This design comes from an exercise in tuning for small area, a short achievable clock period and few clock cycles per item on the open sky130 flow, not from production work.
No run shown here included a check of the RTL's function; only the layout flow was run.

==> flow/design.v, too long to show whole: its modules and the start of the top module <==
// module MCH: 1192 lines
module MCH (
    input               clk,
    input               reset,
    input       [ 7:0]  X,
    input       [ 7:0]  Y,
    output              Done,
    output      [16:0]  area
);
  // ...
==> flow/flow/run.sh <==
#!/bin/bash
# Layout flow: the standard flow (standard synthesis, floorplan, placement,
# CTS, routing) unchanged, except that ORFS's timing repair (after CTS and after
# global routing) is asked to leave 9 ns of setup slack instead of 0, so that it
# also speeds up paths that already meet the 13 ns clock. The clock, the I/O
# constraints and everything else are the design's.
set -uo pipefail
cp standard.sh standard_sh.copy.log
export SETUP_SLACK_MARGIN=9
bash standard.sh > standard.log 2>&1
==> flow/standard.sh <==
#!/bin/bash
# synth_recipe.tcl (not shown) runs the flow's synth.tcl, then flattens the netlist and writes it again
# the make line also repeats each setting of config.mk as NAME=value (left out here)
make -C /OpenROAD-flow-scripts/flow DESIGN_CONFIG=/design/flow/config.mk WORK_HOME=/design/flow/orfs CLKGATE_MAP_FILE= SYNTH_SCRIPT=/design/flow/synth_recipe.tcl "${@:-finish}"
==> flow/config.mk <==
export PLATFORM = sky130hd
export DESIGN_NAME = MCH
export DESIGN_NICKNAME = MCH
export VERILOG_FILES = /design/flow/design.v
export SDC_FILE = /design/flow/constraint.sdc
export NUM_CORES = 8
export LEC_CHECK = 0
export CAP_MARGIN = 20
export CORE_MARGIN = 2
export CORE_UTILIZATION = 35
export PLACE_DENSITY = 0.55
export SLEW_MARGIN = 20
==> flow/constraint.sdc <==
create_clock -name core_clock -period 13.0 [get_ports {clk}]
set_input_delay 2.6000 -clock core_clock [delete_from_list [all_inputs] [get_ports {clk}]]
set_output_delay 2.6000 -clock core_clock [all_outputs]
set_load 0.01 [all_outputs]
==> impl_metrics.json, run 1 <==
{
  "worstReg2RegEnd": "acc[16]$_SDFFE_PP0P_",
  "synthArstFlopShare_pct": 1.57,
  "clkCellAreaFrac_pct": 4.60,
  "ys_warn_count": 4,
  "critPathCapture": "acc[16]$_SDFFE_PP0P_",
  "final_nets": 7382,
  "postCtsHoldBufs": 0,
  "ys_types": 109,
  "instances_no_fill": 9435,
  "setup_ws_ns": 8.34,
  "end_kind": "flip-flop",
  "synth_top_cells_by_count": "nand2_1, edfxtp_1, inv_1, o21ai_0, a21oi_1",
  "grt_use_met3_pct": 6.28,
  "seq_area_share_pct": 33.0,
  "synthSimpleGateAreaFrac_pct": 15.9,
  "gr-usage-met2_pct": 41.9,
  "status": "timing/DRC/antenna clean",
  "wl_met3_microns": 24300,
  "multi_input_area_share_pct": 47.6,
  "clock_skew_ns": 0.0564,
  "max_freq_mhz": 215,
  "holdWs_ns": 0.350,
  "grt_max_degree": 114,
  "crit_type": "flip-flop to flip-flop",
  "clk_pin_slew_ns": 0.06,
  "highest_layer": "met5",
  "cts_root_buf": "clkbuf_16"
}
==> run 2, diff against run 1 <==
--- a/flow/design.v
+++ b/flow/design.v
@@ -11,21 +11,17 @@
 reg  [1:0] state;
 reg  [4:0] icnt;
 reg  [2:0] scnt;      
 reg        ph;        
 reg  [7:0] px, py;
 reg        pv;
 reg  [7:0] ex [0:N-1];
 reg  [7:0] ey [0:N-1];
-reg  [N-1:0] nNE, nNW, nSE, nSW;
-wire [4:0]   nins = icnt - {4'd0, pv};
-reg  [N-1:0] val;
-integer vi;
-always @(*) for (vi = 0; vi < N; vi = vi + 1) val[vi] = (vi < nins);
+reg  [N-1:0] val, nNE, nNW, nSE, nSW;
 function [1:0] cmp8;   
     input [7:0] a, b;
     integer k;
     reg l, e;
     begin
         l = 1'b0; e = 1'b1;
         for (k = 7; k >= 0; k = k - 1) begin
             l = l | (e & ~a[k] & b[k]);
@@ -49,44 +45,36 @@
 wire dSW_p = |(val &  le_x &  le_y);
 wire [N-1:0] upd = {N{pv}} & ~eq_p;
 wire [N-1:0] fNE = nNE & ~(upd &  le_x &  le_y);
 wire [N-1:0] fNW = nNW & ~(upd & ~lt_x &  le_y);
 wire [N-1:0] fSE = nSE & ~(upd &  le_x & ~lt_y);
 wire [N-1:0] fSW = nSW & ~(upd & ~lt_x & ~lt_y);
 wire [N-1:0] kl = val & (lt_x | (eq_x & lt_y));
 wire ins = pv;
-wire [N-1:0] nNEn, nNWn, nSEn, nSWn;
-generate for (g = 0; g < N; g = g + 1) begin : nxt
-    if (g == 0) begin
-        assign nNEn[g] = kl[g] ? fNE[g] : ~dNE_p;
-        assign nNWn[g] = kl[g] ? fNW[g] : ~dNW_p;
-        assign nSEn[g] = kl[g] ? fSE[g] : ~dSE_p;
-        assign nSWn[g] = kl[g] ? fSW[g] : ~dSW_p;
-    end else begin
-        assign nNEn[g] = kl[g] ? fNE[g] : kl[g-1] ? ~dNE_p : fNE[g-1];
-        assign nNWn[g] = kl[g] ? fNW[g] : kl[g-1] ? ~dNW_p : fNW[g-1];
-        assign nSEn[g] = kl[g] ? fSE[g] : kl[g-1] ? ~dSE_p : fSE[g-1];
-        assign nSWn[g] = kl[g] ? fSW[g] : kl[g-1] ? ~dSW_p : fSW[g-1];
-    end
-end endgenerate
 integer i;
 always @(posedge clk) begin
     px <= X;
     py <= Y;
-    if (ins) begin
-        nNE <= nNEn; nNW <= nNWn; nSE <= nSEn; nSW <= nSWn;
+    if (state == S_READ && icnt == 5'd0) begin
+        val <= {N{1'b0}};
+    end else if (ins) begin
         for (i = 0; i < N; i = i + 1) begin
             if (kl[i]) begin
+                nNE[i] <= fNE[i]; nNW[i] <= fNW[i]; nSE[i] <= fSE[i]; nSW[i] <= fSW[i];
             end else if (i == 0 || kl[i-1]) begin
-                ex[i] <= px; ey[i] <= py;
+                ex[i] <= px; ey[i] <= py; val[i] <= 1'b1;
+                nNE[i] <= ~dNE_p; nNW[i] <= ~dNW_p; nSE[i] <= ~dSE_p; nSW[i] <= ~dSW_p;
             end else begin
-                ex[i] <= ex[i-1]; ey[i] <= ey[i-1];
+                ex[i] <= ex[i-1]; ey[i] <= ey[i-1]; val[i] <= val[i-1];
+                nNE[i] <= fNE[i-1]; nNW[i] <= fNW[i-1]; nSE[i] <= fSE[i-1]; nSW[i] <= fSW[i-1];
             end
         end
+    end else if (pv) begin
+        nNE <= fNE; nNW <= fNW; nSE <= fSE; nSW <= fSW;
     end
 end
 function [N-1:0] lowest;   
     input [N-1:0] m;
     integer k;
     begin
         lowest = {N{1'b0}};
         for (k = N-1; k >= 0; k = k - 1)
@@ -97,37 +85,39 @@
     input [N-1:0] m;
     integer k;
     begin
         highest = {N{1'b0}};
         for (k = 0; k < N; k = k + 1)
             if (m[k]) begin highest = {N{1'b0}}; highest[k] = 1'b1; end
     end
 endfunction
-wire [N-1:0] ends  = {1'b1, {(N-2){1'b0}}, 1'b1};
-wire [N-1:0] relU  = nNEn | nNWn | ends;    
-wire [N-1:0] relD  = nSEn | nSWn | ends;
+wire [N-1:0] lastv = val & ~{1'b0, val[N-1:1]};
+wire [N-1:0] ends  = {{(N-1){1'b0}}, 1'b1} | lastv;
+wire [N-1:0] relU  = val & (nNE | nNW | ends);
+wire [N-1:0] relD  = val & (nSE | nSW | ends);
 reg [7:0] tx0, ty0, sx0, sy0, hx0, hy0, qx0, qy0, nx0, ny0;
 reg [7:0] tx1, ty1, sx1, sy1, hx1, hy1, qx1, qy1, nx1, ny1;
 reg [4:0] tp0, sp0, hp0, qp0, np0;
 reg [4:0] tp1, sp1, hp1, qp1, np1;
 reg       qok0, nok0, first0, rdn0, rdh0;
 reg       qok1, nok1, first1, rdn1, rdh1;
 reg       sv0, hv0, sv1, hv1;      
 wire scan = (state == S_SCAN);
 reg  [N-1:0] rem0, rem1, deep0, deep1;
 reg        rq0, rn0, rq1, rn1;                   
 wire       rdh = ph ? rdh0 : rdh1;
 reg  [N-1:0] nsel0, nsel1, hsel0, hsel1;
+reg          wait2;
 wire [N-1:0] sel = rdh ? (ph ? hsel0 : hsel1) : (ph ? nsel0 : nsel1);
 wire [N-1:0] relU1 = relU & ~{{(N-1){1'b0}}, 1'b1};
 wire [N-1:0] relD1 = relD & ~{{(N-1){1'b0}}, 1'b1};
 always @(posedge clk) begin
-    nsel0 <= (state == S_WAIT) ? lowest(relU1) : lowest(rem0);
-    nsel1 <= (state == S_WAIT) ? lowest(relD1) : lowest(rem1);
+    nsel0 <= wait2 ? lowest(relU1) : lowest(rem0);
+    nsel1 <= wait2 ? lowest(relD1) : lowest(rem1);
     hsel0 <= highest(deep0);
     hsel1 <= highest(deep1);
 end
 reg  [7:0] rx, ry;
 reg  [4:0] rp;
 wire       rok = |sel;
 integer r;
 always @(*) begin
@@ -706,399 +696,521 @@
 wire [16:0] trap1 = {1'b0, tz72, tz167, tz165, tz163, tz161, tz159, tz157, tz155, tz153, tz151, tz149, tz147, tz145, tz19, tz10, 1'b0};
 reg  [17:0] q0r, q1r;
 reg  [16:0] trr0, trr1;
 reg         trneg;
 reg         s2v, s2c, s2force;
 wire [17:0] tv = q0r + q1r;
 wire        pop  = s2v && !s2force && !tv[17];
 wire        push = s2v && !pop;
-    wire ak1 = acc[0];
-    wire ak2 = trr0[0];
-    wire ak3 = trr1[0];
-    wire ak4 = acc[1];
-    wire ak5 = trr0[1];
-    wire ak6 = trr1[1];
-    wire ak7 = acc[2];
-    wire ak8 = trr0[2];
-    wire ak9 = trr1[2];
-    wire ak10 = acc[3];
-    wire ak11 = trr0[3];
-    wire ak12 = trr1[3];
-    wire ak13 = acc[4];
-    wire ak14 = trr0[4];
-    wire ak15 = trr1[4];
-    wire ak16 = acc[5];
-    wire ak17 = trr0[5];
-    wire ak18 = trr1[5];
-    wire ak19 = acc[6];
-    wire ak20 = trr0[6];
-    wire ak21 = trr1[6];
-    wire ak22 = acc[7];
-    wire ak23 = trr0[7];
-    wire ak24 = trr1[7];
-    wire ak25 = acc[8];
-    wire ak26 = trr0[8];
-    wire ak27 = trr1[8];
-    wire ak28 = acc[9];
-    wire ak29 = trr0[9];
-    wire ak30 = trr1[9];
-    wire ak31 = acc[10];
-    wire ak32 = trr0[10];
-    wire ak33 = trr1[10];
-    wire ak34 = acc[11];
-    wire ak35 = trr0[11];
-    wire ak36 = trr1[11];
-    wire ak37 = acc[12];
-    wire ak38 = trr0[12];
-    wire ak39 = trr1[12];
-    wire ak40 = acc[13];
-    wire ak41 = trr0[13];
-    wire ak42 = trr1[13];
-    wire ak43 = acc[14];
-    wire ak44 = trr0[14];
-    wire ak45 = trr1[14];
-    wire ak46 = acc[15];
-    wire ak47 = trr0[15];
-    wire ak48 = trr1[15];
-    wire ak49 = acc[16];
-    wire ak50 = trr0[16];
-    wire ak51 = trr1[16];
-    wire ak52 = trneg;
-    wire ak53 = ak4 ^ ak5;
-    wire ak54 = ak4 & ak5;
-    wire ak55 = ak7 ^ ak8;
-    wire ak56 = ak7 & ak8;
-    wire ak57 = ak10 ^ ak11;
-    wire ak58 = ak10 & ak11;
-    wire ak59 = ak13 ^ ak14;
-    wire ak60 = ak13 & ak14;
-    wire ak61 = ak16 ^ ak17;
-    wire ak62 = ak16 & ak17;
-    wire ak63 = ak19 ^ ak20;
-    wire ak64 = ak19 & ak20;
-    wire ak65 = ak22 ^ ak23;
-    wire ak66 = ak22 & ak23;
-    wire ak67 = ak25 ^ ak26;
-    wire ak68 = ak25 & ak26;
-    wire ak69 = ak28 ^ ak29;
-    wire ak70 = ak28 & ak29;
-    wire ak71 = ak31 ^ ak32;
-    wire ak72 = ak31 & ak32;
-    wire ak73 = ak34 ^ ak35;
-    wire ak74 = ak34 & ak35;
-    wire ak75 = ak37 ^ ak38;
-    wire ak76 = ak37 & ak38;
-    wire ak77 = ak40 ^ ak41;
-    wire ak78 = ak40 & ak41;
-    wire ak79 = ak43 ^ ak44;
-    wire ak80 = ak43 & ak44;
-    wire ak81 = ak46 ^ ak47;
-    wire ak82 = ak46 & ak47;
-    wire ak83 = ak49 ^ ak50;
-    wire ak84 = ak49 & ak50;
-    wire ak85 = ak1 ^ ak2;
-    wire ak86 = ak1 & ak2;
-    wire ak87 = ak53 ^ ak6 ^ ak52;
-    wire ak88 = (ak53 & ak6) | (ak53 & ak52) | (ak6 & ak52);
-    wire ak89 = ak54 ^ ak55 ^ ak9;
-    wire ak90 = (ak54 & ak55) | (ak54 & ak9) | (ak55 & ak9);
-    wire ak91 = ak56 ^ ak57 ^ ak12;
-    wire ak92 = (ak56 & ak57) | (ak56 & ak12) | (ak57 & ak12);
-    wire ak93 = ak58 ^ ak59 ^ ak15;
-    wire ak94 = (ak58 & ak59) | (ak58 & ak15) | (ak59 & ak15);
-    wire ak95 = ak60 ^ ak61 ^ ak18;
-    wire ak96 = (ak60 & ak61) | (ak60 & ak18) | (ak61 & ak18);
-    wire ak97 = ak62 ^ ak63 ^ ak21;
-    wire ak98 = (ak62 & ak63) | (ak62 & ak21) | (ak63 & ak21);
-    wire ak99 = ak64 ^ ak65 ^ ak24;
-    wire ak100 = (ak64 & ak65) | (ak64 & ak24) | (ak65 & ak24);
-    wire ak101 = ak66 ^ ak67 ^ ak27;
-    wire ak102 = (ak66 & ak67) | (ak66 & ak27) | (ak67 & ak27);
-    wire ak103 = ak68 ^ ak69 ^ ak30;
-    wire ak104 = (ak68 & ak69) | (ak68 & ak30) | (ak69 & ak30);
-    wire ak105 = ak70 ^ ak71 ^ ak33;
-    wire ak106 = (ak70 & ak71) | (ak70 & ak33) | (ak71 & ak33);
-    wire ak107 = ak72 ^ ak73 ^ ak36;
-    wire ak108 = (ak72 & ak73) | (ak72 & ak36) | (ak73 & ak36);
-    wire ak109 = ak74 ^ ak75 ^ ak39;
-    wire ak110 = (ak74 & ak75) | (ak74 & ak39) | (ak75 & ak39);
-    wire ak111 = ak76 ^ ak77 ^ ak42;
-    wire ak112 = (ak76 & ak77) | (ak76 & ak42) | (ak77 & ak42);
-    wire ak113 = ak78 ^ ak79 ^ ak45;
-    wire ak114 = (ak78 & ak79) | (ak78 & ak45) | (ak79 & ak45);
-    wire ak115 = ak80 ^ ak81 ^ ak48;
-    wire ak116 = (ak80 & ak81) | (ak80 & ak48) | (ak81 & ak48);
-    wire ak117 = ak82 ^ ak83 ^ ak51;
-    wire ak118 = (ak82 & ak83) | (ak82 & ak51) | (ak83 & ak51);
-wire [16:0] acc_k = {ak116, ak114, ak112, ak110, ak108, ak106, ak104, ak102, ak100, ak98, ak96, ak94, ak92, ak90, ak88, ak86, ak85} + {ak117, ak115, ak113, ak111, ak109, ak107, ak105, ak103, ak101, ak99, ak97, ak95, ak93, ak91, ak89, ak87, ak3};
-    wire ac1 = acc[0];
-    wire ac2 = trr0[0];
-    wire ac3 = trr1[0];
-    wire ac4 = q0r[0];
-    wire ac5 = q1r[0];
-    wire ac6 = acc[1];
-    wire ac7 = trr0[1];
-    wire ac8 = trr1[1];
-    wire ac9 = q0r[1];
-    wire ac10 = q1r[1];
-    wire ac11 = acc[2];
-    wire ac12 = trr0[2];
-    wire ac13 = trr1[2];
-    wire ac14 = q0r[2];
-    wire ac15 = q1r[2];
-    wire ac16 = acc[3];
-    wire ac17 = trr0[3];
-    wire ac18 = trr1[3];
-    wire ac19 = q0r[3];
-    wire ac20 = q1r[3];
-    wire ac21 = acc[4];
-    wire ac22 = trr0[4];
-    wire ac23 = trr1[4];
-    wire ac24 = q0r[4];
-    wire ac25 = q1r[4];
-    wire ac26 = acc[5];
-    wire ac27 = trr0[5];
-    wire ac28 = trr1[5];
-    wire ac29 = q0r[5];
-    wire ac30 = q1r[5];
-    wire ac31 = acc[6];
-    wire ac32 = trr0[6];
-    wire ac33 = trr1[6];
-    wire ac34 = q0r[6];
-    wire ac35 = q1r[6];
-    wire ac36 = acc[7];
-    wire ac37 = trr0[7];
-    wire ac38 = trr1[7];
-    wire ac39 = q0r[7];
-    wire ac40 = q1r[7];
-    wire ac41 = acc[8];
-    wire ac42 = trr0[8];
-    wire ac43 = trr1[8];
-    wire ac44 = q0r[8];
-    wire ac45 = q1r[8];
-    wire ac46 = acc[9];
-    wire ac47 = trr0[9];
-    wire ac48 = trr1[9];
-    wire ac49 = q0r[9];
-    wire ac50 = q1r[9];
-    wire ac51 = acc[10];
-    wire ac52 = trr0[10];
-    wire ac53 = trr1[10];
-    wire ac54 = q0r[10];
-    wire ac55 = q1r[10];
-    wire ac56 = acc[11];
-    wire ac57 = trr0[11];
-    wire ac58 = trr1[11];
-    wire ac59 = q0r[11];
-    wire ac60 = q1r[11];
-    wire ac61 = acc[12];
-    wire ac62 = trr0[12];
-    wire ac63 = trr1[12];
-    wire ac64 = q0r[12];
-    wire ac65 = q1r[12];
-    wire ac66 = acc[13];
-    wire ac67 = trr0[13];
-    wire ac68 = trr1[13];
-    wire ac69 = q0r[13];
-    wire ac70 = q1r[13];
-    wire ac71 = acc[14];
-    wire ac72 = trr0[14];
-    wire ac73 = trr1[14];
-    wire ac74 = q0r[14];
-    wire ac75 = q1r[14];
-    wire ac76 = acc[15];
-    wire ac77 = trr0[15];
-    wire ac78 = trr1[15];
-    wire ac79 = q0r[15];
-    wire ac80 = q1r[15];
-    wire ac81 = acc[16];
-    wire ac82 = trr0[16];
-    wire ac83 = trr1[16];
-    wire ac84 = q0r[16];
-    wire ac85 = q1r[16];
-    wire ac86 = trneg;
-    wire ac87 = ac1 ^ ac2;
-    wire ac88 = ac1 & ac2;
-    wire ac89 = ac6 ^ ac7 ^ ac8;
-    wire ac90 = (ac6 & ac7) | (ac6 & ac8) | (ac7 & ac8);
-    wire ac91 = ac9 ^ ac10;
-    wire ac92 = ac9 & ac10;
-    wire ac93 = ac11 ^ ac12 ^ ac13;
-    wire ac94 = (ac11 & ac12) | (ac11 & ac13) | (ac12 & ac13);
-    wire ac95 = ac14 ^ ac15;
-    wire ac96 = ac14 & ac15;
-    wire ac97 = ac16 ^ ac17 ^ ac18;
-    wire ac98 = (ac16 & ac17) | (ac16 & ac18) | (ac17 & ac18);
-    wire ac99 = ac19 ^ ac20;
-    wire ac100 = ac19 & ac20;
-    wire ac101 = ac21 ^ ac22 ^ ac23;
-    wire ac102 = (ac21 & ac22) | (ac21 & ac23) | (ac22 & ac23);
-    wire ac103 = ac24 ^ ac25;
-    wire ac104 = ac24 & ac25;
-    wire ac105 = ac26 ^ ac27 ^ ac28;
-    wire ac106 = (ac26 & ac27) | (ac26 & ac28) | (ac27 & ac28);
-    wire ac107 = ac29 ^ ac30;
-    wire ac108 = ac29 & ac30;
-    wire ac109 = ac31 ^ ac32 ^ ac33;
-    wire ac110 = (ac31 & ac32) | (ac31 & ac33) | (ac32 & ac33);
-    wire ac111 = ac34 ^ ac35;
-    wire ac112 = ac34 & ac35;
-    wire ac113 = ac36 ^ ac37 ^ ac38;
-    wire ac114 = (ac36 & ac37) | (ac36 & ac38) | (ac37 & ac38);
-    wire ac115 = ac39 ^ ac40;
-    wire ac116 = ac39 & ac40;
-    wire ac117 = ac41 ^ ac42 ^ ac43;
-    wire ac118 = (ac41 & ac42) | (ac41 & ac43) | (ac42 & ac43);
-    wire ac119 = ac44 ^ ac45;
-    wire ac120 = ac44 & ac45;
-    wire ac121 = ac46 ^ ac47 ^ ac48;
-    wire ac122 = (ac46 & ac47) | (ac46 & ac48) | (ac47 & ac48);
-    wire ac123 = ac49 ^ ac50;
-    wire ac124 = ac49 & ac50;
-    wire ac125 = ac51 ^ ac52 ^ ac53;
-    wire ac126 = (ac51 & ac52) | (ac51 & ac53) | (ac52 & ac53);
-    wire ac127 = ac54 ^ ac55;
-    wire ac128 = ac54 & ac55;
-    wire ac129 = ac56 ^ ac57 ^ ac58;
-    wire ac130 = (ac56 & ac57) | (ac56 & ac58) | (ac57 & ac58);
-    wire ac131 = ac59 ^ ac60;
-    wire ac132 = ac59 & ac60;
-    wire ac133 = ac61 ^ ac62 ^ ac63;
-    wire ac134 = (ac61 & ac62) | (ac61 & ac63) | (ac62 & ac63);
-    wire ac135 = ac64 ^ ac65;
-    wire ac136 = ac64 & ac65;
-    wire ac137 = ac66 ^ ac67 ^ ac68;
-    wire ac138 = (ac66 & ac67) | (ac66 & ac68) | (ac67 & ac68);
-    wire ac139 = ac69 ^ ac70;
-    wire ac140 = ac69 & ac70;
-    wire ac141 = ac71 ^ ac72 ^ ac73;
-    wire ac142 = (ac71 & ac72) | (ac71 & ac73) | (ac72 & ac73);
-    wire ac143 = ac74 ^ ac75;
-    wire ac144 = ac74 & ac75;
-    wire ac145 = ac76 ^ ac77 ^ ac78;
-    wire ac146 = (ac76 & ac77) | (ac76 & ac78) | (ac77 & ac78);
-    wire ac147 = ac79 ^ ac80;
-    wire ac148 = ac79 & ac80;
-    wire ac149 = ac81 ^ ac82 ^ ac83;
-    wire ac150 = (ac81 & ac82) | (ac81 & ac83) | (ac82 & ac83);
-    wire ac151 = ac84 ^ ac85;
-    wire ac152 = ac84 & ac85;
-    wire ac153 = ac87 ^ ac3;
-    wire ac154 = ac87 & ac3;
-    wire ac155 = ac88 ^ ac89 ^ ac91;
-    wire ac156 = (ac88 & ac89) | (ac88 & ac91) | (ac89 & ac91);
-    wire ac157 = ac90 ^ ac92 ^ ac93;
-    wire ac158 = (ac90 & ac92) | (ac90 & ac93) | (ac92 & ac93);
-    wire ac159 = ac94 ^ ac96 ^ ac97;
-    wire ac160 = (ac94 & ac96) | (ac94 & ac97) | (ac96 & ac97);
-    wire ac161 = ac98 ^ ac100 ^ ac101;
-    wire ac162 = (ac98 & ac100) | (ac98 & ac101) | (ac100 & ac101);
-    wire ac163 = ac102 ^ ac104 ^ ac105;
-    wire ac164 = (ac102 & ac104) | (ac102 & ac105) | (ac104 & ac105);
-    wire ac165 = ac106 ^ ac108 ^ ac109;
-    wire ac166 = (ac106 & ac108) | (ac106 & ac109) | (ac108 & ac109);
-    wire ac167 = ac110 ^ ac112 ^ ac113;
-    wire ac168 = (ac110 & ac112) | (ac110 & ac113) | (ac112 & ac113);
-    wire ac169 = ac114 ^ ac116 ^ ac117;
-    wire ac170 = (ac114 & ac116) | (ac114 & ac117) | (ac116 & ac117);
-    wire ac171 = ac118 ^ ac120 ^ ac121;
-    wire ac172 = (ac118 & ac120) | (ac118 & ac121) | (ac120 & ac121);
-    wire ac173 = ac122 ^ ac124 ^ ac125;
-    wire ac174 = (ac122 & ac124) | (ac122 & ac125) | (ac124 & ac125);
-    wire ac175 = ac126 ^ ac128 ^ ac129;
-    wire ac176 = (ac126 & ac128) | (ac126 & ac129) | (ac128 & ac129);
-    wire ac177 = ac130 ^ ac132 ^ ac133;
-    wire ac178 = (ac130 & ac132) | (ac130 & ac133) | (ac132 & ac133);
-    wire ac179 = ac134 ^ ac136 ^ ac137;
-    wire ac180 = (ac134 & ac136) | (ac134 & ac137) | (ac136 & ac137);
-    wire ac181 = ac138 ^ ac140 ^ ac141;
-    wire ac182 = (ac138 & ac140) | (ac138 & ac141) | (ac140 & ac141);
-    wire ac183 = ac142 ^ ac144 ^ ac145;
-    wire ac184 = (ac142 & ac144) | (ac142 & ac145) | (ac144 & ac145);
-    wire ac185 = ac146 ^ ac148 ^ ac149;
-    wire ac186 = (ac146 & ac148) | (ac146 & ac149) | (ac148 & ac149);
-    wire ac187 = ac153 ^ ac4;
-    wire ac188 = ac153 & ac4;
-    wire ac189 = ac154 ^ ac155 ^ ac86;
-    wire ac190 = (ac154 & ac155) | (ac154 & ac86) | (ac155 & ac86);
-    wire ac191 = ac156 ^ ac157 ^ ac95;
-    wire ac192 = (ac156 & ac157) | (ac156 & ac95) | (ac157 & ac95);
-    wire ac193 = ac158 ^ ac159 ^ ac99;
-    wire ac194 = (ac158 & ac159) | (ac158 & ac99) | (ac159 & ac99);
-    wire ac195 = ac160 ^ ac161 ^ ac103;
-    wire ac196 = (ac160 & ac161) | (ac160 & ac103) | (ac161 & ac103);
-    wire ac197 = ac162 ^ ac163 ^ ac107;
-    wire ac198 = (ac162 & ac163) | (ac162 & ac107) | (ac163 & ac107);
-    wire ac199 = ac164 ^ ac165 ^ ac111;
-    wire ac200 = (ac164 & ac165) | (ac164 & ac111) | (ac165 & ac111);
-    wire ac201 = ac166 ^ ac167 ^ ac115;
-    wire ac202 = (ac166 & ac167) | (ac166 & ac115) | (ac167 & ac115);
-    wire ac203 = ac168 ^ ac169 ^ ac119;
-    wire ac204 = (ac168 & ac169) | (ac168 & ac119) | (ac169 & ac119);
-    wire ac205 = ac170 ^ ac171 ^ ac123;
-    wire ac206 = (ac170 & ac171) | (ac170 & ac123) | (ac171 & ac123);
-    wire ac207 = ac172 ^ ac173 ^ ac127;
-    wire ac208 = (ac172 & ac173) | (ac172 & ac127) | (ac173 & ac127);
-    wire ac209 = ac174 ^ ac175 ^ ac131;
-    wire ac210 = (ac174 & ac175) | (ac174 & ac131) | (ac175 & ac131);
-    wire ac211 = ac176 ^ ac177 ^ ac135;
-    wire ac212 = (ac176 & ac177) | (ac176 & ac135) | (ac177 & ac135);
-    wire ac213 = ac178 ^ ac179 ^ ac139;
-    wire ac214 = (ac178 & ac179) | (ac178 & ac139) | (ac179 & ac139);
-    wire ac215 = ac180 ^ ac181 ^ ac143;
-    wire ac216 = (ac180 & ac181) | (ac180 & ac143) | (ac181 & ac143);
-    wire ac217 = ac182 ^ ac183 ^ ac147;
-    wire ac218 = (ac182 & ac183) | (ac182 & ac147) | (ac183 & ac147);
-    wire ac219 = ac184 ^ ac185 ^ ac151;
-    wire ac220 = (ac184 & ac185) | (ac184 & ac151) | (ac185 & ac151);
-wire [16:0] acc_p = {ac218, ac216, ac214, ac212, ac210, ac208, ac206, ac204, ac202, ac200, ac198, ac196, ac194, ac192, ac190, ac188, ac187} + {ac219, ac217, ac215, ac213, ac211, ac209, ac207, ac205, ac203, ac201, ac199, ac197, ac195, ac193, ac191, ac189, ac5};
+    wire ak1 = accs[0];
+    wire ak2 = accc[0];
+    wire ak3 = trr0[0];
+    wire ak4 = trr1[0];
+    wire ak5 = accs[1];
+    wire ak6 = accc[1];
+    wire ak7 = trr0[1];
+    wire ak8 = trr1[1];
+    wire ak9 = accs[2];
+    wire ak10 = accc[2];
+    wire ak11 = trr0[2];
+    wire ak12 = trr1[2];
+    wire ak13 = accs[3];
+    wire ak14 = accc[3];
+    wire ak15 = trr0[3];
+    wire ak16 = trr1[3];
+    wire ak17 = accs[4];
+    wire ak18 = accc[4];
+    wire ak19 = trr0[4];
+    wire ak20 = trr1[4];
+    wire ak21 = accs[5];
+    wire ak22 = accc[5];
+    wire ak23 = trr0[5];
+    wire ak24 = trr1[5];
+    wire ak25 = accs[6];
+    wire ak26 = accc[6];
+    wire ak27 = trr0[6];
+    wire ak28 = trr1[6];
+    wire ak29 = accs[7];
+    wire ak30 = accc[7];
+    wire ak31 = trr0[7];
+    wire ak32 = trr1[7];
+    wire ak33 = accs[8];
+    wire ak34 = accc[8];
+    wire ak35 = trr0[8];
+    wire ak36 = trr1[8];
+    wire ak37 = accs[9];
+    wire ak38 = accc[9];
+    wire ak39 = trr0[9];
+    wire ak40 = trr1[9];
+    wire ak41 = accs[10];
+    wire ak42 = accc[10];
+    wire ak43 = trr0[10];
+    wire ak44 = trr1[10];
+    wire ak45 = accs[11];
+    wire ak46 = accc[11];
+    wire ak47 = trr0[11];
+    wire ak48 = trr1[11];
+    wire ak49 = accs[12];
+    wire ak50 = accc[12];
+    wire ak51 = trr0[12];
+    wire ak52 = trr1[12];
+    wire ak53 = accs[13];
+    wire ak54 = accc[13];
+    wire ak55 = trr0[13];
+    wire ak56 = trr1[13];
+    wire ak57 = accs[14];
+    wire ak58 = accc[14];
+    wire ak59 = trr0[14];
+    wire ak60 = trr1[14];
+    wire ak61 = accs[15];
+    wire ak62 = accc[15];
+    wire ak63 = trr0[15];
+    wire ak64 = trr1[15];
+    wire ak65 = accs[16];
+    wire ak66 = accc[16];
+    wire ak67 = trr0[16];
+    wire ak68 = trr1[16];
+    wire ak69 = trneg;
+    wire ak70 = ak5 ^ ak6;
+    wire ak71 = ak5 & ak6;
+    wire ak72 = ak9 ^ ak10;
+    wire ak73 = ak9 & ak10;
+    wire ak74 = ak13 ^ ak14;
+    wire ak75 = ak13 & ak14;
+    wire ak76 = ak17 ^ ak18;
+    wire ak77 = ak17 & ak18;
+    wire ak78 = ak21 ^ ak22;
+    wire ak79 = ak21 & ak22;
+    wire ak80 = ak25 ^ ak26;
+    wire ak81 = ak25 & ak26;
+    wire ak82 = ak29 ^ ak30;
+    wire ak83 = ak29 & ak30;
+    wire ak84 = ak33 ^ ak34;
+    wire ak85 = ak33 & ak34;
+    wire ak86 = ak37 ^ ak38;
+    wire ak87 = ak37 & ak38;
+    wire ak88 = ak41 ^ ak42;
+    wire ak89 = ak41 & ak42;
+    wire ak90 = ak45 ^ ak46;
+    wire ak91 = ak45 & ak46;
+    wire ak92 = ak49 ^ ak50;
+    wire ak93 = ak49 & ak50;
+    wire ak94 = ak53 ^ ak54;
+    wire ak95 = ak53 & ak54;
+    wire ak96 = ak57 ^ ak58;
+    wire ak97 = ak57 & ak58;
+    wire ak98 = ak61 ^ ak62;
+    wire ak99 = ak61 & ak62;
+    wire ak100 = ak65 ^ ak66;
+    wire ak101 = ak65 & ak66;
+    wire ak102 = ak1 ^ ak2;
+    wire ak103 = ak1 & ak2;
+    wire ak104 = ak70 ^ ak7 ^ ak8;
+    wire ak105 = (ak70 & ak7) | (ak70 & ak8) | (ak7 & ak8);
+    wire ak106 = ak71 ^ ak72 ^ ak11;
+    wire ak107 = (ak71 & ak72) | (ak71 & ak11) | (ak72 & ak11);
+    wire ak108 = ak73 ^ ak74 ^ ak15;
+    wire ak109 = (ak73 & ak74) | (ak73 & ak15) | (ak74 & ak15);
+    wire ak110 = ak75 ^ ak76 ^ ak19;
+    wire ak111 = (ak75 & ak76) | (ak75 & ak19) | (ak76 & ak19);
+    wire ak112 = ak77 ^ ak78 ^ ak23;
+    wire ak113 = (ak77 & ak78) | (ak77 & ak23) | (ak78 & ak23);
+    wire ak114 = ak79 ^ ak80 ^ ak27;
+    wire ak115 = (ak79 & ak80) | (ak79 & ak27) | (ak80 & ak27);
+    wire ak116 = ak81 ^ ak82 ^ ak31;
+    wire ak117 = (ak81 & ak82) | (ak81 & ak31) | (ak82 & ak31);
+    wire ak118 = ak83 ^ ak84 ^ ak35;
+    wire ak119 = (ak83 & ak84) | (ak83 & ak35) | (ak84 & ak35);
+    wire ak120 = ak85 ^ ak86 ^ ak39;
+    wire ak121 = (ak85 & ak86) | (ak85 & ak39) | (ak86 & ak39);
+    wire ak122 = ak87 ^ ak88 ^ ak43;
+    wire ak123 = (ak87 & ak88) | (ak87 & ak43) | (ak88 & ak43);
+    wire ak124 = ak89 ^ ak90 ^ ak47;
+    wire ak125 = (ak89 & ak90) | (ak89 & ak47) | (ak90 & ak47);
+    wire ak126 = ak91 ^ ak92 ^ ak51;
+    wire ak127 = (ak91 & ak92) | (ak91 & ak51) | (ak92 & ak51);
+    wire ak128 = ak93 ^ ak94 ^ ak55;
+    wire ak129 = (ak93 & ak94) | (ak93 & ak55) | (ak94 & ak55);
+    wire ak130 = ak95 ^ ak96 ^ ak59;
+    wire ak131 = (ak95 & ak96) | (ak95 & ak59) | (ak96 & ak59);
+    wire ak132 = ak97 ^ ak98 ^ ak63;
+    wire ak133 = (ak97 & ak98) | (ak97 & ak63) | (ak98 & ak63);
+    wire ak134 = ak99 ^ ak100 ^ ak67;
+    wire ak135 = (ak99 & ak100) | (ak99 & ak67) | (ak100 & ak67);
+    wire ak136 = ak102 ^ ak3;
+    wire ak137 = ak102 & ak3;
+    wire ak138 = ak103 ^ ak104 ^ ak69;
+    wire ak139 = (ak103 & ak104) | (ak103 & ak69) | (ak104 & ak69);
+    wire ak140 = ak105 ^ ak106 ^ ak12;
+    wire ak141 = (ak105 & ak106) | (ak105 & ak12) | (ak106 & ak12);
+    wire ak142 = ak107 ^ ak108 ^ ak16;
+    wire ak143 = (ak107 & ak108) | (ak107 & ak16) | (ak108 & ak16);
+    wire ak144 = ak109 ^ ak110 ^ ak20;
+    wire ak145 = (ak109 & ak110) | (ak109 & ak20) | (ak110 & ak20);
+    wire ak146 = ak111 ^ ak112 ^ ak24;
+    wire ak147 = (ak111 & ak112) | (ak111 & ak24) | (ak112 & ak24);
+    wire ak148 = ak113 ^ ak114 ^ ak28;
+    wire ak149 = (ak113 & ak114) | (ak113 & ak28) | (ak114 & ak28);
+    wire ak150 = ak115 ^ ak116 ^ ak32;
+    wire ak151 = (ak115 & ak116) | (ak115 & ak32) | (ak116 & ak32);
+    wire ak152 = ak117 ^ ak118 ^ ak36;
+    wire ak153 = (ak117 & ak118) | (ak117 & ak36) | (ak118 & ak36);
+    wire ak154 = ak119 ^ ak120 ^ ak40;
+    wire ak155 = (ak119 & ak120) | (ak119 & ak40) | (ak120 & ak40);
+    wire ak156 = ak121 ^ ak122 ^ ak44;
+    wire ak157 = (ak121 & ak122) | (ak121 & ak44) | (ak122 & ak44);
+    wire ak158 = ak123 ^ ak124 ^ ak48;
+    wire ak159 = (ak123 & ak124) | (ak123 & ak48) | (ak124 & ak48);
+    wire ak160 = ak125 ^ ak126 ^ ak52;
+    wire ak161 = (ak125 & ak126) | (ak125 & ak52) | (ak126 & ak52);
+    wire ak162 = ak127 ^ ak128 ^ ak56;
+    wire ak163 = (ak127 & ak128) | (ak127 & ak56) | (ak128 & ak56);
+    wire ak164 = ak129 ^ ak130 ^ ak60;
+    wire ak165 = (ak129 & ak130) | (ak129 & ak60) | (ak130 & ak60);
+    wire ak166 = ak131 ^ ak132 ^ ak64;
+    wire ak167 = (ak131 & ak132) | (ak131 & ak64) | (ak132 & ak64);
+    wire ak168 = ak133 ^ ak134 ^ ak68;
+    wire ak169 = (ak133 & ak134) | (ak133 & ak68) | (ak134 & ak68);
+wire [16:0] acck0 = {ak167, ak165, ak163, ak161, ak159, ak157, ak155, ak153, ak151, ak149, ak147, ak145, ak143, ak141, ak139, ak137, ak136}, acck1 = {ak168, ak166, ak164, ak162, ak160, ak158, ak156, ak154, ak152, ak150, ak148, ak146, ak144, ak142, ak140, ak138, ak4};
+    wire ac1 = accs[0];
+    wire ac2 = accc[0];
+    wire ac3 = trr0[0];
+    wire ac4 = trr1[0];
+    wire ac5 = q0r[0];
+    wire ac6 = q1r[0];
+    wire ac7 = accs[1];
+    wire ac8 = accc[1];
+    wire ac9 = trr0[1];
+    wire ac10 = trr1[1];
+    wire ac11 = q0r[1];
+    wire ac12 = q1r[1];
+    wire ac13 = accs[2];
+    wire ac14 = accc[2];
+    wire ac15 = trr0[2];
+    wire ac16 = trr1[2];
+    wire ac17 = q0r[2];
+    wire ac18 = q1r[2];
+    wire ac19 = accs[3];
+    wire ac20 = accc[3];
+    wire ac21 = trr0[3];
+    wire ac22 = trr1[3];
+    wire ac23 = q0r[3];
+    wire ac24 = q1r[3];
+    wire ac25 = accs[4];
+    wire ac26 = accc[4];
+    wire ac27 = trr0[4];
+    wire ac28 = trr1[4];
+    wire ac29 = q0r[4];
+    wire ac30 = q1r[4];
+    wire ac31 = accs[5];
+    wire ac32 = accc[5];
+    wire ac33 = trr0[5];
+    wire ac34 = trr1[5];
+    wire ac35 = q0r[5];
+    wire ac36 = q1r[5];
+    wire ac37 = accs[6];
+    wire ac38 = accc[6];
+    wire ac39 = trr0[6];
+    wire ac40 = trr1[6];
+    wire ac41 = q0r[6];
+    wire ac42 = q1r[6];
+    wire ac43 = accs[7];
+    wire ac44 = accc[7];
+    wire ac45 = trr0[7];
+    wire ac46 = trr1[7];
+    wire ac47 = q0r[7];
+    wire ac48 = q1r[7];
+    wire ac49 = accs[8];
+    wire ac50 = accc[8];
+    wire ac51 = trr0[8];
+    wire ac52 = trr1[8];
+    wire ac53 = q0r[8];
+    wire ac54 = q1r[8];
+    wire ac55 = accs[9];
+    wire ac56 = accc[9];
+    wire ac57 = trr0[9];
+    wire ac58 = trr1[9];
+    wire ac59 = q0r[9];
+    wire ac60 = q1r[9];
+    wire ac61 = accs[10];
+    wire ac62 = accc[10];
+    wire ac63 = trr0[10];
+    wire ac64 = trr1[10];
+    wire ac65 = q0r[10];
+    wire ac66 = q1r[10];
+    wire ac67 = accs[11];
+    wire ac68 = accc[11];
+    wire ac69 = trr0[11];
+    wire ac70 = trr1[11];
+    wire ac71 = q0r[11];
+    wire ac72 = q1r[11];
+    wire ac73 = accs[12];
+    wire ac74 = accc[12];
+    wire ac75 = trr0[12];
+    wire ac76 = trr1[12];
+    wire ac77 = q0r[12];
+    wire ac78 = q1r[12];
+    wire ac79 = accs[13];
+    wire ac80 = accc[13];
+    wire ac81 = trr0[13];
+    wire ac82 = trr1[13];
+    wire ac83 = q0r[13];
+    wire ac84 = q1r[13];
+    wire ac85 = accs[14];
+    wire ac86 = accc[14];
+    wire ac87 = trr0[14];
+    wire ac88 = trr1[14];
+    wire ac89 = q0r[14];
+    wire ac90 = q1r[14];
+    wire ac91 = accs[15];
+    wire ac92 = accc[15];
+    wire ac93 = trr0[15];
+    wire ac94 = trr1[15];
+    wire ac95 = q0r[15];
+    wire ac96 = q1r[15];
+    wire ac97 = accs[16];
+    wire ac98 = accc[16];
+    wire ac99 = trr0[16];
+    wire ac100 = trr1[16];
+    wire ac101 = q0r[16];
+    wire ac102 = q1r[16];
+    wire ac103 = trneg;
+    wire ac104 = ac7 ^ ac8;
+    wire ac105 = ac7 & ac8;
+    wire ac106 = ac13 ^ ac14;
+    wire ac107 = ac13 & ac14;
+    wire ac108 = ac19 ^ ac20;
+    wire ac109 = ac19 & ac20;
+    wire ac110 = ac25 ^ ac26;
+    wire ac111 = ac25 & ac26;
+    wire ac112 = ac31 ^ ac32;
+    wire ac113 = ac31 & ac32;
+    wire ac114 = ac37 ^ ac38;
+    wire ac115 = ac37 & ac38;
+    wire ac116 = ac43 ^ ac44;
+    wire ac117 = ac43 & ac44;
+    wire ac118 = ac49 ^ ac50;
+    wire ac119 = ac49 & ac50;
+    wire ac120 = ac55 ^ ac56;
+    wire ac121 = ac55 & ac56;
+    wire ac122 = ac61 ^ ac62;
+    wire ac123 = ac61 & ac62;
+    wire ac124 = ac67 ^ ac68;
+    wire ac125 = ac67 & ac68;
+    wire ac126 = ac73 ^ ac74;
+    wire ac127 = ac73 & ac74;
+    wire ac128 = ac79 ^ ac80;
+    wire ac129 = ac79 & ac80;
+    wire ac130 = ac85 ^ ac86;
+    wire ac131 = ac85 & ac86;
+    wire ac132 = ac91 ^ ac92;
+    wire ac133 = ac91 & ac92;
+    wire ac134 = ac97 ^ ac98;
+    wire ac135 = ac97 & ac98;
+    wire ac136 = ac1 ^ ac2 ^ ac3;
+    wire ac137 = (ac1 & ac2) | (ac1 & ac3) | (ac2 & ac3);
+    wire ac138 = ac104 ^ ac9 ^ ac10;
+    wire ac139 = (ac104 & ac9) | (ac104 & ac10) | (ac9 & ac10);
+    wire ac140 = ac11 ^ ac12;
+    wire ac141 = ac11 & ac12;
+    wire ac142 = ac105 ^ ac106 ^ ac15;
+    wire ac143 = (ac105 & ac106) | (ac105 & ac15) | (ac106 & ac15);
+    wire ac144 = ac16 ^ ac17 ^ ac18;
+    wire ac145 = (ac16 & ac17) | (ac16 & ac18) | (ac17 & ac18);
+    wire ac146 = ac107 ^ ac108 ^ ac21;
+    wire ac147 = (ac107 & ac108) | (ac107 & ac21) | (ac108 & ac21);
+    wire ac148 = ac22 ^ ac23 ^ ac24;
+    wire ac149 = (ac22 & ac23) | (ac22 & ac24) | (ac23 & ac24);
+    wire ac150 = ac109 ^ ac110 ^ ac27;
+    wire ac151 = (ac109 & ac110) | (ac109 & ac27) | (ac110 & ac27);
+    wire ac152 = ac28 ^ ac29 ^ ac30;
+    wire ac153 = (ac28 & ac29) | (ac28 & ac30) | (ac29 & ac30);
+    wire ac154 = ac111 ^ ac112 ^ ac33;
+    wire ac155 = (ac111 & ac112) | (ac111 & ac33) | (ac112 & ac33);
+    wire ac156 = ac34 ^ ac35 ^ ac36;
+    wire ac157 = (ac34 & ac35) | (ac34 & ac36) | (ac35 & ac36);
+    wire ac158 = ac113 ^ ac114 ^ ac39;
+    wire ac159 = (ac113 & ac114) | (ac113 & ac39) | (ac114 & ac39);
+    wire ac160 = ac40 ^ ac41 ^ ac42;
+    wire ac161 = (ac40 & ac41) | (ac40 & ac42) | (ac41 & ac42);
+    wire ac162 = ac115 ^ ac116 ^ ac45;
+    wire ac163 = (ac115 & ac116) | (ac115 & ac45) | (ac116 & ac45);
+    wire ac164 = ac46 ^ ac47 ^ ac48;
+    wire ac165 = (ac46 & ac47) | (ac46 & ac48) | (ac47 & ac48);
+    wire ac166 = ac117 ^ ac118 ^ ac51;
+    wire ac167 = (ac117 & ac118) | (ac117 & ac51) | (ac118 & ac51);
+    wire ac168 = ac52 ^ ac53 ^ ac54;
+    wire ac169 = (ac52 & ac53) | (ac52 & ac54) | (ac53 & ac54);
+    wire ac170 = ac119 ^ ac120 ^ ac57;
+    wire ac171 = (ac119 & ac120) | (ac119 & ac57) | (ac120 & ac57);
+    wire ac172 = ac58 ^ ac59 ^ ac60;
+    wire ac173 = (ac58 & ac59) | (ac58 & ac60) | (ac59 & ac60);
+    wire ac174 = ac121 ^ ac122 ^ ac63;
+    wire ac175 = (ac121 & ac122) | (ac121 & ac63) | (ac122 & ac63);
+    wire ac176 = ac64 ^ ac65 ^ ac66;
+    wire ac177 = (ac64 & ac65) | (ac64 & ac66) | (ac65 & ac66);
+    wire ac178 = ac123 ^ ac124 ^ ac69;
+    wire ac179 = (ac123 & ac124) | (ac123 & ac69) | (ac124 & ac69);
+    wire ac180 = ac70 ^ ac71 ^ ac72;
+    wire ac181 = (ac70 & ac71) | (ac70 & ac72) | (ac71 & ac72);
+    wire ac182 = ac125 ^ ac126 ^ ac75;
+    wire ac183 = (ac125 & ac126) | (ac125 & ac75) | (ac126 & ac75);
+    wire ac184 = ac76 ^ ac77 ^ ac78;
+    wire ac185 = (ac76 & ac77) | (ac76 & ac78) | (ac77 & ac78);
+    wire ac186 = ac127 ^ ac128 ^ ac81;
+    wire ac187 = (ac127 & ac128) | (ac127 & ac81) | (ac128 & ac81);
+    wire ac188 = ac82 ^ ac83 ^ ac84;
+    wire ac189 = (ac82 & ac83) | (ac82 & ac84) | (ac83 & ac84);
+    wire ac190 = ac129 ^ ac130 ^ ac87;
+    wire ac191 = (ac129 & ac130) | (ac129 & ac87) | (ac130 & ac87);
+    wire ac192 = ac88 ^ ac89 ^ ac90;
+    wire ac193 = (ac88 & ac89) | (ac88 & ac90) | (ac89 & ac90);
+    wire ac194 = ac131 ^ ac132 ^ ac93;
+    wire ac195 = (ac131 & ac132) | (ac131 & ac93) | (ac132 & ac93);
+    wire ac196 = ac94 ^ ac95 ^ ac96;
+    wire ac197 = (ac94 & ac95) | (ac94 & ac96) | (ac95 & ac96);
+    wire ac198 = ac133 ^ ac134 ^ ac99;
+    wire ac199 = (ac133 & ac134) | (ac133 & ac99) | (ac134 & ac99);
+    wire ac200 = ac100 ^ ac101 ^ ac102;
+    wire ac201 = (ac100 & ac101) | (ac100 & ac102) | (ac101 & ac102);
+    wire ac202 = ac136 ^ ac4;
+    wire ac203 = ac136 & ac4;
+    wire ac204 = ac137 ^ ac138 ^ ac140;
+    wire ac205 = (ac137 & ac138) | (ac137 & ac140) | (ac138 & ac140);
+    wire ac206 = ac139 ^ ac141 ^ ac142;
+    wire ac207 = (ac139 & ac141) | (ac139 & ac142) | (ac141 & ac142);
+    wire ac208 = ac143 ^ ac145 ^ ac146;
+    wire ac209 = (ac143 & ac145) | (ac143 & ac146) | (ac145 & ac146);
+    wire ac210 = ac147 ^ ac149 ^ ac150;
+    wire ac211 = (ac147 & ac149) | (ac147 & ac150) | (ac149 & ac150);
+    wire ac212 = ac151 ^ ac153 ^ ac154;
+    wire ac213 = (ac151 & ac153) | (ac151 & ac154) | (ac153 & ac154);
+    wire ac214 = ac155 ^ ac157 ^ ac158;
+    wire ac215 = (ac155 & ac157) | (ac155 & ac158) | (ac157 & ac158);
+    wire ac216 = ac159 ^ ac161 ^ ac162;
+    wire ac217 = (ac159 & ac161) | (ac159 & ac162) | (ac161 & ac162);
+    wire ac218 = ac163 ^ ac165 ^ ac166;
+    wire ac219 = (ac163 & ac165) | (ac163 & ac166) | (ac165 & ac166);
+    wire ac220 = ac167 ^ ac169 ^ ac170;
+    wire ac221 = (ac167 & ac169) | (ac167 & ac170) | (ac169 & ac170);
+    wire ac222 = ac171 ^ ac173 ^ ac174;
+    wire ac223 = (ac171 & ac173) | (ac171 & ac174) | (ac173 & ac174);
+    wire ac224 = ac175 ^ ac177 ^ ac178;
+    wire ac225 = (ac175 & ac177) | (ac175 & ac178) | (ac177 & ac178);
+    wire ac226 = ac179 ^ ac181 ^ ac182;
+    wire ac227 = (ac179 & ac181) | (ac179 & ac182) | (ac181 & ac182);
+    wire ac228 = ac183 ^ ac185 ^ ac186;
+    wire ac229 = (ac183 & ac185) | (ac183 & ac186) | (ac185 & ac186);
+    wire ac230 = ac187 ^ ac189 ^ ac190;
+    wire ac231 = (ac187 & ac189) | (ac187 & ac190) | (ac189 & ac190);
+    wire ac232 = ac191 ^ ac193 ^ ac194;
+    wire ac233 = (ac191 & ac193) | (ac191 & ac194) | (ac193 & ac194);
+    wire ac234 = ac195 ^ ac197 ^ ac198;
+    wire ac235 = (ac195 & ac197) | (ac195 & ac198) | (ac197 & ac198);
+    wire ac236 = ac202 ^ ac5;
+    wire ac237 = ac202 & ac5;
+    wire ac238 = ac203 ^ ac204 ^ ac103;
+    wire ac239 = (ac203 & ac204) | (ac203 & ac103) | (ac204 & ac103);
+    wire ac240 = ac205 ^ ac206 ^ ac144;
+    wire ac241 = (ac205 & ac206) | (ac205 & ac144) | (ac206 & ac144);
+    wire ac242 = ac207 ^ ac208 ^ ac148;
+    wire ac243 = (ac207 & ac208) | (ac207 & ac148) | (ac208 & ac148);
+    wire ac244 = ac209 ^ ac210 ^ ac152;
+    wire ac245 = (ac209 & ac210) | (ac209 & ac152) | (ac210 & ac152);
+    wire ac246 = ac211 ^ ac212 ^ ac156;
+    wire ac247 = (ac211 & ac212) | (ac211 & ac156) | (ac212 & ac156);
+    wire ac248 = ac213 ^ ac214 ^ ac160;
+    wire ac249 = (ac213 & ac214) | (ac213 & ac160) | (ac214 & ac160);
+    wire ac250 = ac215 ^ ac216 ^ ac164;
+    wire ac251 = (ac215 & ac216) | (ac215 & ac164) | (ac216 & ac164);
+    wire ac252 = ac217 ^ ac218 ^ ac168;
+    wire ac253 = (ac217 & ac218) | (ac217 & ac168) | (ac218 & ac168);
+    wire ac254 = ac219 ^ ac220 ^ ac172;
+    wire ac255 = (ac219 & ac220) | (ac219 & ac172) | (ac220 & ac172);
+    wire ac256 = ac221 ^ ac222 ^ ac176;
+    wire ac257 = (ac221 & ac222) | (ac221 & ac176) | (ac222 & ac176);
+    wire ac258 = ac223 ^ ac224 ^ ac180;
+    wire ac259 = (ac223 & ac224) | (ac223 & ac180) | (ac224 & ac180);
+    wire ac260 = ac225 ^ ac226 ^ ac184;
+    wire ac261 = (ac225 & ac226) | (ac225 & ac184) | (ac226 & ac184);
+    wire ac262 = ac227 ^ ac228 ^ ac188;
+    wire ac263 = (ac227 & ac228) | (ac227 & ac188) | (ac228 & ac188);
+    wire ac264 = ac229 ^ ac230 ^ ac192;
+    wire ac265 = (ac229 & ac230) | (ac229 & ac192) | (ac230 & ac192);
+    wire ac266 = ac231 ^ ac232 ^ ac196;
+    wire ac267 = (ac231 & ac232) | (ac231 & ac196) | (ac232 & ac196);
+    wire ac268 = ac233 ^ ac234 ^ ac200;
+    wire ac269 = (ac233 & ac234) | (ac233 & ac200) | (ac234 & ac200);
+wire [16:0] accp0 = {ac267, ac265, ac263, ac261, ac259, ac257, ac255, ac253, ac251, ac249, ac247, ac245, ac243, ac241, ac239, ac237, ac236}, accp1 = {ac268, ac266, ac264, ac262, ac260, ac258, ac256, ac254, ac252, ac250, ac248, ac246, ac244, ac242, ac240, ac238, ac6};
 wire        dec0 = s2v && (s2c == 1'b0);
 wire        dec1 = s2v && (s2c == 1'b1);
 wire        cn = ph;                           
 wire [7:0] Tx = cn ? tx1 : tx0, Ty = cn ? ty1 : ty0;
 wire [7:0] Sx = cn ? sx1 : sx0, Sy = cn ? sy1 : sy0;
 wire [7:0] Hx = cn ? hx1 : hx0, Hy = cn ? hy1 : hy0;
 wire [7:0] Qx = cn ? qx1 : qx0, Qy = cn ? qy1 : qy0;
 wire [7:0] Nx = cn ? nx1 : nx0, Ny = cn ? ny1 : ny0;
 wire       Sv = cn ? sv1 : sv0, Hv = cn ? hv1 : hv0;
 wire       Qok = cn ? qok1 : qok0, Nok = cn ? nok1 : nok0;
 wire       Frst = cn ? first1 : first0;
 wire       hasop = s2v;                        
+wire [7:0] ks_x = Sx, ks_y = Sy, kt_x = Tx, kt_y = Ty, kq_x = Qx, kq_y = Qy;
+wire [7:0] us_x = Tx, us_y = Ty, ut_x = Qx, ut_y = Qy, uq_x = Nx, uq_y = Ny;
+wire [7:0] os_x = Hx, os_y = Hy, ot_x = Sx, ot_y = Sy, oq_x = Qx, oq_y = Qy;
+wire [7:0] k1x = cn ? kq_x : kt_x, k1y = cn ? kq_y : kt_y, k2x = cn ? kt_x : kq_x, k2y = cn ? kt_y : kq_y;
+wire [7:0] u1x = cn ? uq_x : ut_x, u1y = cn ? uq_y : ut_y, u2x = cn ? ut_x : uq_x, u2y = cn ? ut_y : uq_y;
+wire [7:0] o1x = cn ? oq_x : ot_x, o1y = cn ? oq_y : ot_y, o2x = cn ? ot_x : oq_x, o2y = cn ? ot_y : oq_y;
+wire [7:0] kA = k1x - ks_x, kD = k2x - ks_x;
+wire [8:0] kB = {1'b0, k2y} - {1'b0, ks_y}, kC = {1'b0, ks_y} - {1'b0, k1y};
+wire [7:0] uA = u1x - us_x, uD = u2x - us_x;
+wire [8:0] uB = {1'b0, u2y} - {1'b0, us_y}, uC = {1'b0, us_y} - {1'b0, u1y};
+wire [7:0] oA = o1x - os_x, oD = o2x - os_x;
+wire [8:0] oB = {1'b0, o2y} - {1'b0, os_y}, oC = {1'b0, os_y} - {1'b0, o1y};
+wire [7:0] kW = kq_x - kt_x, uW = uq_x - ut_x;
+wire [8:0] kH = {1'b0, kq_y} + {1'b0, kt_y}, uH = {1'b0, uq_y} + {1'b0, ut_y};
 wire useu = hasop && push;
 wire useo = hasop && pop;
-wire [7:0] ps_x = useo ? Hx : useu ? Tx : Sx, ps_y = useo ? Hy : useu ? Ty : Sy;
-wire [7:0] pt_x = useo ? Sx : useu ? Qx : Tx, pt_y = useo ? Sy : useu ? Qy : Ty;
-wire [7:0] pq_x = useu ? Nx : Qx, pq_y = useu ? Ny : Qy;
-wire [7:0] o1x = cn ? pq_x : pt_x, o1y = cn ? pq_y : pt_y, o2x = cn ? pt_x : pq_x, o2y = cn ? pt_y : pq_y;
-wire [7:0] nA = o1x - ps_x, nD = o2x - ps_x;
-wire [8:0] nB = {1'b0, o2y} - {1'b0, ps_y}, nC = {1'b0, ps_y} - {1'b0, o1y};
-wire [7:0] nW = pq_x - pt_x;
-wire [8:0] nH = {1'b0, pq_y} + {1'b0, pt_y};
 wire nv   = scan && (cn ? (scnt >= 3'd2) : (scnt >= 3'd1)) && (useu ? Nok : (useo ? 1'b1 : Qok));
-reg  [16:0] acc;
+reg  [16:0] accs, accc, area_r;
+reg         fsum;
 reg         done_r;
 always @(posedge clk) begin
     q0r <= row0; q1r <= row1;
     trr0 <= d1first ? (trap0 ^ {17{d1c}}) : 17'd0;
     trr1 <= d1first ? (trap1 ^ {17{d1c}}) : 17'd0;
     trneg <= d1first & d1c;
     s2c <= d1c; s2force <= d1force;
-    if (state == S_WAIT) acc <= 17'd0;
-    else if (s2v) acc <= pop ? acc_p : acc_k;
+    if (state == S_WAIT) begin
+        accs <= 17'd0; accc <= 17'd0;
+    end else if (s2v) begin
+        accs <= pop ? accp0 : acck0;
+        accc <= pop ? accp1 : acck1;
+    end
+    area_r <= accs + accc;
     d1c <= cn;
-    dA <= nA; dB <= nB; dC <= nC; dD <= nD; dW <= nW; dH <= nH;
-    d1first <= useu | (!useo & Frst);
-    d1force <= useo ? !Hv : useu ? 1'b0 : !Sv;
+    if (useo) begin
+        dA <= oA; dB <= oB; dC <= oC; dD <= oD;
+        d1first <= 1'b0;
+        d1force <= !Hv;
+    end else if (useu) begin
+        dA <= uA; dB <= uB; dC <= uC; dD <= uD; dW <= uW; dH <= uH;
+        d1first <= 1'b1;
+        d1force <= 1'b0;
+    end else begin
+        dA <= kA; dB <= kB; dC <= kC; dD <= kD; dW <= kW; dH <= kH;
+        d1first <= Frst;
+        d1force <= !Sv;
+    end
 end
 always @(posedge clk) begin
     rdn0 <= 1'b0; rdh0 <= 1'b0;
     rdn1 <= 1'b0; rdh1 <= 1'b0;
-    rq0 <= (state == S_WAIT);
-    if (state == S_WAIT) begin rem0 <= relU1; rem1 <= relD1; end
+    rq0 <= wait2;
+    if (wait2) begin rem0 <= relU1; rem1 <= relD1; end
     rq1 <= rq0;
     rn0 <= rq1;
     rn1 <= rn0;
     if (rq0) begin
         tx0 <= ex[0]; ty0 <= ey[0]; tp0 <= 5'd0; first0 <= 1'b1; sv0 <= 1'b0; hv0 <= 1'b0; deep0 <= {N{1'b0}};
         qx0 <= rx; qy0 <= ry; qp0 <= rp; qok0 <= rok; rem0 <= rem0 & ~sel;
     end
     if (rq1) begin
@@ -1152,41 +1264,51 @@
         state <= S_READ;
         icnt <= 5'd0;
         pv <= 1'b0;
         scnt <= 3'd0;
         ph <= 1'b0;
         d1v <= 1'b0;
         s2v <= 1'b0;
         done_r <= 1'b0;
+        wait2 <= 1'b0;
+        fsum <= 1'b0;
     end else begin
         pv <= (state == S_READ);
         s2v <= d1v;
         d1v <= nv;
         done_r <= 1'b0;
         case (state)
             S_READ: begin
                 icnt <= icnt + 5'd1;
                 if (icnt == 5'd19) state <= S_WAIT;
             end
             S_WAIT: begin
+                wait2 <= 1'b1;
+                if (wait2) begin
+                wait2 <= 1'b0;
                 state <= S_SCAN;
                 scnt <= 3'd0;
                 ph <= 1'b1;
+                end
             end
             S_SCAN: begin
                 ph <= ~ph;
                 if (scnt != 3'd4) scnt <= scnt + 3'd1;
                 if (fin) begin
                     state <= S_DONE;
-                    done_r <= 1'b1;
+                    fsum <= 1'b1;
                 end
             end
             default: begin
-                state <= S_READ;
-                icnt <= 5'd0;
+                fsum <= 1'b0;
+                done_r <= fsum;
+                if (!fsum) begin
+                    state <= S_READ;
+                    icnt <= 5'd0;
+                end
             end
         endcase
     end
 end
 assign Done = done_r;
-assign area = acc;
+assign area = area_r;
 endmodule
==> run 2 against run 1 <==
  * Synthesized cell count grew 3.7%
  * Critical endpoint is now nSE[3]$_DFFE_PP_
  * Final cell count grew 0.84%
  * Critical path depth is 7 lower
  * First-iteration DRC count increased by 4.1%
  * Via count down 0.17%
  * Worst hold slack got worse by 0.020 ns
  * Setup slack better by 0.61 ns
==> impl_metrics.json, run 2 <==
{
  "status": "timing/DRC/antenna clean",
  "final_common_cell": "nand2_1",
  "syn_inst": 6904,
  "setup_tns_ns": 0,
  "yosys.area.top_type_share_pct": 30.2,
  "end_kind": "flip-flop",
  "final_cell_mix": "nand2_1, edfxtp_1, inv_1",
  "port-buffer-count": 35,
  "synth_most_common_cell": "nand2_1",
  "dpl_cell_area_sq_um": 69400,
  "detail_route.wl_per_cell_microns": 26.8,
  "worst_pin_slew_ns": 1.22,
  "postCtsHoldBufs": 0,
  "rows": 160,
  "rsz0062_at_grt": "true",
  "ys_seq_area_share_pct": 40.6,
  "worst_path_most_repeated_cell": "a21oi_1",
  "syn_nets": 7391,
  "finalCritPeriodShare_pct": 31.1,
  "final_nets": 7343,
  "clk_pin_slew_ns": 0.06,
  "clock_skew_ns": 0.0581,
  "grt_max_degree": 97,
  "worstPathRequired_ns": 13.53,
  "drt-total-wl_microns": 255000,
  "dp_hpwl_microns": 182000,
  "synthArstFlopShare_pct": 1.68,
  "setup_ws_ns": 8.95,
  "period_needed_ns": 4.05,
  "cts.sinks": 1011,
  "crit_type": "flip-flop to flip-flop",
  "cts_htree_levels": 3,
  "clkLatencyLatePin_ns": 0.81,
  "ys_types": 97,
  "largestRegisters": "ex (160), ey (160)",
  "stdcell_area_sq_um": 75000,
  "die_area_sq_um": 194000,
  "synth_area_per_cell_sq_um": 9.64,
  "ys_warn_count": 9,
  "holdWs_ns": 0.330,
  "drt-vias-per-instance": 5.71,
  "max_freq_mhz": 247,
  "first_pass_iters": 7,
  "slew_headroom_pct": 17.6,
  "cts_made_buffers": 119,
  "vias": 54337,
  "cts_tree": "yes",
  "cts_root_buf": "clkbuf_16",
  "syn_to_final_growth_pct": 12.6,
  "startpoint_type": "flip-flop",
  "dominantRegCellSynth": "edfxtp_1",
  "grt_pass1_vias": 51857,
  "slew_violations": 0,
  "hold_violations": 0,
  "synth_edf_count": 669,
  "start_util_pct": 35.1,
  "critPathLaunch": "px[4]$_DFF_P_",
  "crit_buf_inv": 4,
  "yosys.area.top_type": "edfxtp_1",
  "cap_violations": 0,
  "globalplace.congestion": 1.02,
  "grt_usage_pct": 25.3,
  "ant_nets": 0,
  "drc_errors": 0,
  "synth_area_sq_um": 66600,
  "post-place-ws_ns": 8.35,
  "finalSetupViolCount": 0,
  "grt_pass1_wl_microns": 360000,
  "hold_class": "flip-flop to flip-flop",
  "die_h_microns": 440,
  "crit_chain": "buf_6 > inv_2 > buf_6 > a21oi_1 > a21oi_1 > a21oi_1 > nor3b_1 > nand3b_1 > o311a_1 > nand4_1 > buf_4 > o21ai_0",
  "drtIter0Drc": 6443,
  "crit_fanout": 25,
  "critPathTopFamily": "simple AND/OR/NAND/NOR gates",
  "synth_top_cells_by_count": "nand2_1, edfxtp_1, inv_1, o21ai_0, a21oi_1",
  "gr-total-overflow": 0,
  "ys_ff_latch": 1011,
  "slowest_delay_ns": 0.78,
  "crit_arrival_ns": 4.57,
  "ioPinCount": 36,
  "rr_startpoint": "px[4]$_DFF_P_",
  "antenna_found_initial": 10,
  "clk_path_buf_depth": 3,
  "core_area_sq_um": 190000,
  "worstHoldStart": "d1force$_DFF_P_",
  "drive_gt1_share_pct": 11.5,
  "critPathSlowestCell": "nor3b_1",
  "die-width_microns": 440,
  "yosys-top-cells-area": "edfxtp_1, dfxtp_1, fa_1, nand2_1, ha_1"
}
[run 2: cell types whose count changed after synthesis, sizes merged, moves of 38 or more]
| cell | delta |
|---|---|
| mux2i | -68 |
| nand3 | +44 |
| nand2 | +86 |
| nor2b | +48 |
| inv | -53 |
| ha | +38 |
[run 2: cell type report]
type | instances | area [sq um]
fillers | 18661 | 115000
clock inverters | 63 | 739
well taps | 2511 | 3140
multi-input cells | 4929 | 36400
repair buffers | 210 | 1930
diodes | 40 | 100
flip-flops and latches | 1011 | 27100
clock buffers | 165 | 3350
inverters | 585 | 2200
[run 2: cells by family (layout without fill, tap and decap cells)]
| group | Yosys count | in the layout | synth area share (%) |
|---|---|---|---|
| fa+ha+maj | 529 | 529 | 12.6 |
| simple gates | 2181 | 2181 | 16.4 |
| buf+inv | 973 | 1023 | 5.79 |
| mux | 259 | 267 | 4.55 |
| compound gates | 1598 | 1599 | 15.4 |
| xor+xnor | 353 | 353 | 4.65 |
| other cells | 0 | 40 | 0 |
| flops | 1011 | 1011 | 40.6 |
[run 2: worst paths after layout]
kind	slack (ns)	to	cells past startpoint
worst min-delay path	0.33	s2force$_DFF_P_	0
worst min register to register	0.33	s2force$_DFF_P_	0
min in group asynchronous	2.22	icnt[0]$_DFFE_PP0P_	2
worst max-delay path	8.95	nSE[3]$_DFFE_PP_	12
worst max register to register	8.95	nSE[3]$_DFFE_PP_	12
max in group asynchronous	10.25	s2v$_DFF_PP0_	2
[run 2: repair_timing]
action | in CTS | in global routing
cloned | 8 | 4
gates resized for setup | 139 | 71
pin swaps | 20 | 17
endpoints found under the setup margin | 682 | 392
setup buffers | 38 | 21
[run 2: metal layers]
metal	GRT usage, %	routed length [microns]	share of wire, %	up-vias
li1	-	-	-	24350
met1	32.6	101000	39	26760
met2	39.0	114000	45	2568
met3	4.85	21400	8.4	657
met4	15.9	19000	7.5	2
met5	0	12	0.0047	-
[run 2: through the flow]
| step | util [%] | instances |
|---|---|---|
| 6_report | 39.6 | 9514 |
| 2_1_floorplan | - | 6904 |
| 5_1_grt | 39.6 | 9510 |
| 4_1_cts | 39.3 | 9449 |
| 3_3_place_gp | 36.6 | 9175 |
| 3_5_place_dp | 36.6 | 9175 |

[port drivers added, routing unchanged]
The results above use ideal ports. As a check the final layouts listed here were re-extracted and re-timed, cells and wires unchanged. Step 1 (the two cells are an assumption about what drives the block):
set clk [get_ports {clk}]
set_driving_cell -lib_cell sky130_fd_sc_hd__clkbuf_16 $clk
set_driving_cell -lib_cell sky130_fd_sc_hd__buf_2 [delete_from_list [all_inputs] $clk]
Step 2, shift: input delay + t, output delay - t, t = (earliest + latest rising clock arrival at the registers) / 2. This alone moves slack from input paths to output paths. Slacks: ideal ports / drivers / drivers and shift; pairs: ideal ports / drivers.
| run | shift t [ns] | slack for setup (ns) | latest minus earliest clock arrival (ns) |
|---|---|---|---|
| run 1 | 0.846 | 8.340 / 8.340 / 8.340 | 0.056 / 0.056 |
| run 2 | 0.876 | 8.952 / 8.952 / 8.952 | 0.066 / 0.066 |
After both steps setup and hold are still met in every run listed.
